This is an optimization exercise on Yosys and OpenROAD, whose aim is small area and a short achievable clock period, not a production implementation.
Where RTL was checked, it was by simulation tests only, not by an equivalence proof against the original.

== garnet ==
// sin_cos
module sin_cos (
  input clock, input [15:0] angle, output [15:0] cos, output [15:0] sin);
clock: 6.5 ns
lec_check: 0
abc_area: 1
cap_margin: 20
core_margin: 2
core_utilization: 55
cts_buf_list: sky130_fd_sc_hd__clkbuf_16
cts_cluster_diameter: 80
cts_cluster_size: 24
setup_slack_margin: 3.9
slew_margin: 20
run.sh (not shown) runs the stock make flow with config.mk's settings and CLKGATE_MAP_FILE= SYNTH_SCRIPT=/design/flow/synth_recipe.tcl, a recipe that flattens the netlist after the stock synthesis.
garnet did not stop at any stage, and its layout met the timing, design-rule and antenna checks.
Here is what was changed in the inputs of yarrow compared with garnet.
# garnet
export LEC_CHECK = 0
export ABC_AREA = 1
export CAP_MARGIN = 20
export CORE_MARGIN = 2
export CORE_UTILIZATION = 55
export CTS_BUF_LIST = sky130_fd_sc_hd__clkbuf_16
export CTS_CLUSTER_DIAMETER = 80
export CTS_CLUSTER_SIZE = 24
export SETUP_SLACK_MARGIN = 3.9
export SLEW_MARGIN = 20
create_clock -name core_clock -period 6.5 [get_ports {clock}]
# yarrow
export LEC_CHECK = 0
export ABC_AREA = 1
export CAP_MARGIN = 20
export CORE_MARGIN = 2
export CORE_UTILIZATION = 40
export CTS_BUF_LIST = sky130_fd_sc_hd__clkbuf_16
export CTS_CLUSTER_DIAMETER = 80
export CTS_CLUSTER_SIZE = 24
export SETUP_SLACK_MARGIN = 4.0
export SLEW_MARGIN = 20
create_clock -name core_clock -period 6.5 [get_ports {clock}]
### Flow results
yarrow ran to completion and came out clean on the timing, design-rule and antenna checks. garnet finished every step from synthesis to the final layout, and the layout passed the timing, design-rule and antenna checks. Relative to garnet, the final cell area reported for yarrow is higher. On yarrow: global-route wire length before repair is 0.82% higher than what garnet gave.

## v52
Another version of the RTL of sin_cos (not shown whole).
For scale: about 49 I/O pins, about 0.046 mm2 of cells after synthesis.
Design sin_cos, start of the top module:
module sin_cos (
  input clock, input [15:0] angle, output [15:0] cos, output [15:0] sin);
make LEC_CHECK=0 ABC_AREA=1 CAP_MARGIN=20 CORE_MARGIN=2 CORE_UTILIZATION=55 CTS_BUF_LIST=sky130_fd_sc_hd__clkbuf_16 CTS_CLUSTER_DIAMETER=80 CTS_CLUSTER_SIZE=24 SETUP_SLACK_MARGIN=3.9 SLEW_MARGIN=20 finish   # period 6.5 ns
In summary, v52 completed successfully, with a layout that passed the timing, design-rule and antenna checks.
Edits applied to the flow inputs when going from v52 to v34:
--- a/flow/config.mk
+++ b/flow/config.mk
@@ -11 +11 @@
-export CORE_UTILIZATION = 55
+export CORE_UTILIZATION = 40
Findings:
Total clock buffers created by CTS is higher on v34. v52 ended up with fewer cell instances than v34 did. From v34 to v52, number of endpoints failing setup at the final stage did not move at all. Re max-slew headroom at the worst pin: v52 and v34 aren't equal, and the lower value belongs to v52. v34 against v52: post-DP HPWL picked up an extra about 0.7%, share of the clock period used by the worst path after layout picked up an extra 0.26 points, final critical delay including setup and external delays picked up an extra 0.017 ns, number of inserted diodes lost 1. Compared v52 against v34; storage element area within noise. Against v52, v34 reports a sequential fraction of total cell area that is lower.
> inputs changed (v34 -> v39)
--- a/flow/config.mk
+++ b/flow/config.mk
@@ -13,2 +13,2 @@
-export CTS_CLUSTER_DIAMETER = 80
-export CTS_CLUSTER_SIZE = 24
+export CTS_CLUSTER_DIAMETER = 100
+export CTS_CLUSTER_SIZE = 30
Results
v34 → v39: clock edge transition at the registers on the reported setup and hold paths increased 0.02 ns; data arrival time at the worst-slack endpoint increased 0.03 ns; met1 routed wirelength after detailed routing essentially unchanged; worst setup slack decreased 0.062 ns; mapped cell area essentially unchanged. Share of the clock period used by the worst path after layout: v34 and v39 compared, lower one is v34. Between v34 and v39, the cell area after layout does not differ in any meaningful way.
Edits applied to the flow inputs when going from v39 to v24:
--- a/flow/config.mk
+++ b/flow/config.mk
@@ -12,3 +11,0 @@
-export CTS_BUF_LIST = sky130_fd_sc_hd__clkbuf_16
-export CTS_CLUSTER_DIAMETER = 100
-export CTS_CLUSTER_SIZE = 30
## What came out
Per the comparison of v24 with v39, global-route wire length before repair moved up, wire length moved up, count of buffering cells on the critical path with inverters included moved down, maximum fanout along the worst path moved down.

sin_cos, a different RTL version from the one above (not shown whole).
Size: ~6000 cells after synthesis, roughly 790 flip-flops, roughly 49 I/O pins, ~47000 sq um of cells after synthesis.
Settings: LEC_CHECK=0, ABC_AREA=1, CAP_MARGIN=20, CORE_MARGIN=2, CORE_UTILIZATION=40, SETUP_SLACK_MARGIN=3.8, SLEW_MARGIN=20; clock period 6.5 ns.
Edit:
- ABC_AREA: 1 -> unset
- ABC_CLOCK_PERIOD_IN_PS: unset -> 2700
- CTS_BUF_LIST: unset -> sky130_fd_sc_hd__clkbuf_8
- CTS_CLUSTER_DIAMETER: unset -> 45
- CTS_CLUSTER_SIZE: unset -> 20
- SETUP_SLACK_MARGIN: 3.8 -> 3.75
Effect: Hold slack gets worse by 5.0 ps; area after synthesis drops by 8.0%; via count shrinks by 18%; utilization came out higher by 1.2 points.
No functional check of the RTL was part of any run of this note.

## birch
Another version of the RTL of sin_cos (not shown whole).
For scale: about 5300 cells after synthesis, roughly 820 flip-flops, ~49 I/O pins, about 45000 sq um of cells after synthesis.
Design sin_cos, start of the top module:
module sin_cos (
  input clock, input [15:0] angle, output [15:0] cos, output [15:0] sin);
clock: 6.5 ns
lec_check: 0
abc_area: 1
cap_margin: 20
core_margin: 2
core_utilization: 40
cts_buf_list: sky130_fd_sc_hd__clkbuf_16
cts_cluster_diameter: 80
cts_cluster_size: 24
setup_slack_margin: 4.0
slew_margin: 20
birch has completed all stages; timing, DRC and antenna checks passed.
--- input diff birch..oak ---
Settings: changing CORE_UTILIZATION from 40 to 70.
[summary]
Diff birch -> oak: highest clock frequency the design can meet went down; core area went down; critical path depth did not really move.
The met1 usage of oak is higher than that of birch.
Sequential share of layout area (oak over birch): increase, 0.60 points
Diff birch -> oak: worst slew slack as a fraction of its limit down 8.9 points; all-layer global routing usage up 15 points; share of the synthesized area in compound gates (AO/OA/AOI/OAI) flat.

sin_cos again, from the RTL that the note above started with.
make LEC_CHECK=0 ABC_AREA=1 CAP_MARGIN=20 CORE_MARGIN=2 CORE_UTILIZATION=50 CTS_BUF_LIST=sky130_fd_sc_hd__clkbuf_16 CTS_CLUSTER_DIAMETER=80 CTS_CLUSTER_SIZE=24 SETUP_SLACK_MARGIN=4.0 SLEW_MARGIN=20 finish   # period 6.5 ns
Change:
Settings changed: CORE_UTILIZATION 50 to 40, SETUP_SLACK_MARGIN 4.0 to 3.9.
The new run ran to the end with no violations.
Setup slack is worse by 130 ps.
Synthesized cell count stays the same.
Final cell count rose by 4.1%.
Clock skew fell by 22 ps.
Die area rose by 25%.

[separate check: timing with driven ports]
The flow's constraints put no driver on any port. The routed layouts listed below were extracted and timed again, unchanged, in two steps. Step 1: set_driving_cell puts a clkbuf_16 on clock and a buf_2 on each other input, an assumption about the parent block. Step 2 also shifts input and output timing later by t, the mid clock arrival at the registers, as if the neighbouring blocks saw the same clock. Three values: no drivers, after step 1, after step 2; two values: the first two.
run	t, ns	setup WS [ns]	latest minus earliest clock arrival (ns)	worst slew at a driven data input, ns
garnet	0.706	3.824 / 3.824 / 3.504	0.033 / 0.033	0.04
yarrow	0.709	3.963 / 3.963 / 3.453	0.032 / 0.032	0.03
v52	0.688	3.898 / 3.888 / 3.466	0.032 / 0.033	0.03
v34	0.728	3.881 / 3.881 / 3.484	0.031 / 0.031	0.03
v39	0.700	3.819 / 3.819 / 3.470	0.056 / 0.056	0.03
v24	0.740	3.834 / 3.834 / 3.487	0.040 / 0.040	0.03
the first run of note 3	0.739	3.761 / 3.761 / 3.608	0.070 / 0.070	0.03
the second run of note 3	0.831	3.366 / 3.366 / 3.186	0.066 / 0.066	0.03
birch	0.732	4.002 / 4.001 / 3.457	0.042 / 0.043	0.03
oak	0.705	3.957 / 3.945 / 3.512	0.047 / 0.047	0.05
the first run of note 5	0.725	4.010 / 3.992 / 3.509	0.048 / 0.048	0.03
the second run of note 5	0.721	3.877 / 3.877 / 3.436	0.025 / 0.024	0.03
After both steps setup and hold are still met in every run listed. For birch, which loses most, drivers alone change the setup slack by -0.001 ns; drivers and shift together by -0.545 ns.
